This is an optimization exercise on Yosys and OpenROAD, whose aim is small area, not a production implementation. In this exercise RTL edits were held to simulation tests only and were not proved equivalent to the original. Power is estimated from default activity; no workload was simulated.

Design myname, start of the top module:
module myname(M,dotout,selout,clk,rst);
input clk;
input rst;
output wire [3:0] M;
output wire [15:0] dotout;
output reg [3:0] selout;
assign M=4'b0110;
reg [8:0] cnt;
reg [3:0] d;
wire [3:0] sel = selout;
wire [3:0] dn;
wire wrap = ~cnt[0] & ~cnt[1] & ~cnt[2] & ~cnt[4] & ~cnt[5] & ~cnt[6] & ~cnt[7];
always @(posedge clk) begin
  if(rst) begin selout<=4'd0; cnt<=9'd256; d<=4'd10; end
  else begin
    selout<=selout+4'd1;
    cnt<={cnt[7], cnt[6], cnt[5], cnt[4]^wrap, cnt[3], cnt[2], cnt[1], cnt[0]^wrap, cnt[8]^cnt[4]};
    if(wrap) d<=dn;
  end
end
  ...
Size in the first run: roughly 280 cells after synthesis, ~1500 sq um of cells after synthesis.
export LEC_CHECK = 0
export ABC_AREA = 1
export CAP_MARGIN = 20
export CORE_MARGIN = 2
export CORE_UTILIZATION = 40
export CTS_BUF_LIST = sky130_fd_sc_hd__clkbuf_4
export SLEW_MARGIN = 20
create_clock -name core_clock -period 5.0 [get_ports {clk}]
standard.sh (not shown) runs the stock make flow with config.mk's settings and CLKGATE_MAP_FILE= SYNTH_SCRIPT=/design/flow/synth_recipe.tcl, a recipe that flattens the netlist after the stock synthesis.
==> flow/flow/run.sh <==
#!/bin/bash
# Own layout flow: the standard synthesis, then its combinational logic re-mapped
# with flow/abc.script (registers, their names and cell types unchanged), then
# the standard ORFS flow with single-size port buffers.
set -euo pipefail
HERE=$(pwd)
FLOWDIR=$HERE/flow
RES=$HERE/orfs/results/sky130hd/myname/base
LIB=$FLOW_HOME/platforms/sky130hd/lib/sky130_fd_sc_hd__tt_025C_1v80.lib
# the platform's don't-use cells (platforms/sky130hd/config.mk)
DONT_USE="sky130_fd_sc_hd__lpflow_bleeder_1 sky130_fd_sc_hd__lpflow_clkbufkapwr_1 sky130_fd_sc_hd__lpflow_clkbufkapwr_16 sky130_fd_sc_hd__lpflow_clkbufkapwr_2 sky130_fd_sc_hd__lpflow_clkbufkapwr_4 sky130_fd_sc_hd__lpflow_clkbufkapwr_8 sky130_fd_sc_hd__lpflow_clkinvkapwr_1 sky130_fd_sc_hd__lpflow_clkinvkapwr_16 sky130_fd_sc_hd__lpflow_clkinvkapwr_2 sky130_fd_sc_hd__lpflow_clkinvkapwr_4 sky130_fd_sc_hd__lpflow_clkinvkapwr_8 sky130_fd_sc_hd__lpflow_decapkapwr_12 sky130_fd_sc_hd__lpflow_decapkapwr_3 sky130_fd_sc_hd__lpflow_decapkapwr_4 sky130_fd_sc_hd__lpflow_decapkapwr_6 sky130_fd_sc_hd__lpflow_decapkapwr_8 sky130_fd_sc_hd__lpflow_inputiso0n_1 sky130_fd_sc_hd__lpflow_inputiso0p_1 sky130_fd_sc_hd__lpflow_inputiso1n_1 sky130_fd_sc_hd__lpflow_inputiso1p_1 sky130_fd_sc_hd__lpflow_inputisolatch_1 sky130_fd_sc_hd__lpflow_isobufsrc_1 sky130_fd_sc_hd__lpflow_isobufsrc_16 sky130_fd_sc_hd__lpflow_isobufsrc_2 sky130_fd_sc_hd__lpflow_isobufsrc_4 sky130_fd_sc_hd__lpflow_isobufsrc_8 sky130_fd_sc_hd__lpflow_isobufsrckapwr_16 sky130_fd_sc_hd__lpflow_lsbuf_lh_hl_isowell_tap_1 sky130_fd_sc_hd__lpflow_lsbuf_lh_hl_isowell_tap_2 sky130_fd_sc_hd__lpflow_lsbuf_lh_hl_isowell_tap_4 sky130_fd_sc_hd__lpflow_lsbuf_lh_isowell_4 sky130_fd_sc_hd__lpflow_lsbuf_lh_isowell_tap_1 sky130_fd_sc_hd__lpflow_lsbuf_lh_isowell_tap_2 sky130_fd_sc_hd__lpflow_lsbuf_lh_isowell_tap_4 sky130_fd_sc_hd__probe_p_8 sky130_fd_sc_hd__probec_p_8"
DU_ARGS=$(for c in $DONT_USE; do printf -- "-dont_use %s " $c; done)
EXTRA=()
[[ -f $FLOWDIR/make_args.txt ]] && mapfile -t EXTRA < <(grep -v '^#' $FLOWDIR/make_args.txt | grep .)
bash standard.sh synth > standard_synth.log 2>&1
if [[ -f $FLOWDIR/abc.script ]]; then
  cp $RES/1_2_yosys.v $HERE/std_1_2_yosys.v
  cat > remap.ys <<EOT
read_liberty -overwrite -ignore_miss_func -setattr liberty_cell $LIB
blackbox sky130_fd_sc_hd__dfxtp_1 sky130_fd_sc_hd__dfxtp_2 sky130_fd_sc_hd__dfxtp_4
read_verilog $HERE/std_1_2_yosys.v
hierarchy -top myname
flatten
rename -hide w:*.*
opt_clean -purge
delete A:liberty_cell
read_liberty -lib $LIB
abc -script $FLOWDIR/abc.script -liberty $LIB $DU_ARGS
opt_clean -purge
hilomap -singleton -hicell sky130_fd_sc_hd__conb_1 HI -locell sky130_fd_sc_hd__conb_1 LO
stat -liberty $LIB
check -assert
write_verilog -noattr -nohex -nodec $RES/1_2_yosys.v
EOT
  yosys -l remap.log remap.ys > /dev/null 2>&1
  rm -f $RES/1_synth.odb $RES/1_synth.sdc
fi
bash standard.sh "${EXTRA[@]}" finish > standard_finish.log 2>&1
==> flow/flow/make_args.txt <==
BUFFER_PORTS_ARGS=-buffer_cell sky130_fd_sc_hd__buf_1
CTS_ARGS=-sink_clustering_enable -repair_clock_nets -buf_list sky130_fd_sc_hd__clkbuf_4 -dont_use_dummy_load
Other scripts of this flow, unchanged in this note and not shown: flow/flow/abc.script
Change:
Settings changed: CORE_UTILIZATION 40 to 50, GPL_TIMING_DRIVEN set to 0.
Effect: The new run went through all stages and came out clean. Register-to-register slack barely changes. First-iteration DRC count decreases by 36%. Combinational power goes down by about 5%. Cell area decreases by 2.0%. Utilization goes up by 9.6 points. Worst setup slack is worse by 0.15 ns.
Change:
Settings changed: CORE_UTILIZATION 50 to 30, GPL_TIMING_DRIVEN 0 to not set.
Result: Synthesized cell count stays the same; core utilization came out lower by 20 points; power went up by 3.6%; design area went up by 4.3%; register-to-register slack gains 0.08 ns; sequential share of layout area went down by 0.84 points; setup slack is better by 0.23 ns; global-route usage fell by 10 points; non-clock buffer count goes up by 4; sequential power hardly moves; final cell count grows by 11%.
Change:
==> flow/flow/make_args.txt (replaced) <==
BUFFER_PORTS_ARGS=-buffer_cell sky130_fd_sc_hd__buf_1
CTS_ARGS=-sink_clustering_enable -repair_clock_nets -buf_list sky130_fd_sc_hd__clkbuf_4 -dont_use_dummy_load
SKIP_REPAIR_TIE_FANOUT=1
Settings changed: CORE_UTILIZATION 30 to 50, GPL_TIMING_DRIVEN set to 0.
=> Worst setup slack is worse by 0.11 ns. Core utilization rose by 20 points. Hold slack is better by 0.0082 ns. Wire length fell by roughly a tenth.

## what the ideal ports hide
The results above use ideal ports. As a check the final layouts listed here were re-extracted and re-timed, cells and wires unchanged.
Step 1 (the two cells are an assumption about what drives the block):
set clk [get_ports {clk}]
set_driving_cell -lib_cell sky130_fd_sc_hd__clkbuf_16 $clk
set_driving_cell -lib_cell sky130_fd_sc_hd__buf_2 [delete_from_list [all_inputs] $clk]
Step 2 times the ports against the registers' clock, not the clock port: input delays grow and output delays shrink by t, the midpoint of the rising clock arrivals with the driver on.
Three values: ideal, step 1, step 2; two values: the first two.
| run | t, ns | setup WS [ns] | worst setup path at the end | slew at the worst register clock pin (ns) | worst slew at a driven data input, ns |
|---|---|---|---|---|---|
| the first run | 0.293 | 0.506 / 0.489 / 0.783 | register to output | 0.10 / 0.10 | 0.03 |
| the second run | 0.292 | 0.355 / 0.336 / 0.628 | register to output | 0.10 / 0.10 | 0.03 |
| the third run | 0.289 | 0.586 / 0.570 / 0.860 | register to output | 0.09 / 0.09 | 0.03 |
| the fourth run | 0.298 | 0.476 / 0.457 / 0.756 | register to output | 0.10 / 0.10 | 0.03 |
After both steps setup and hold are still met in every run listed.
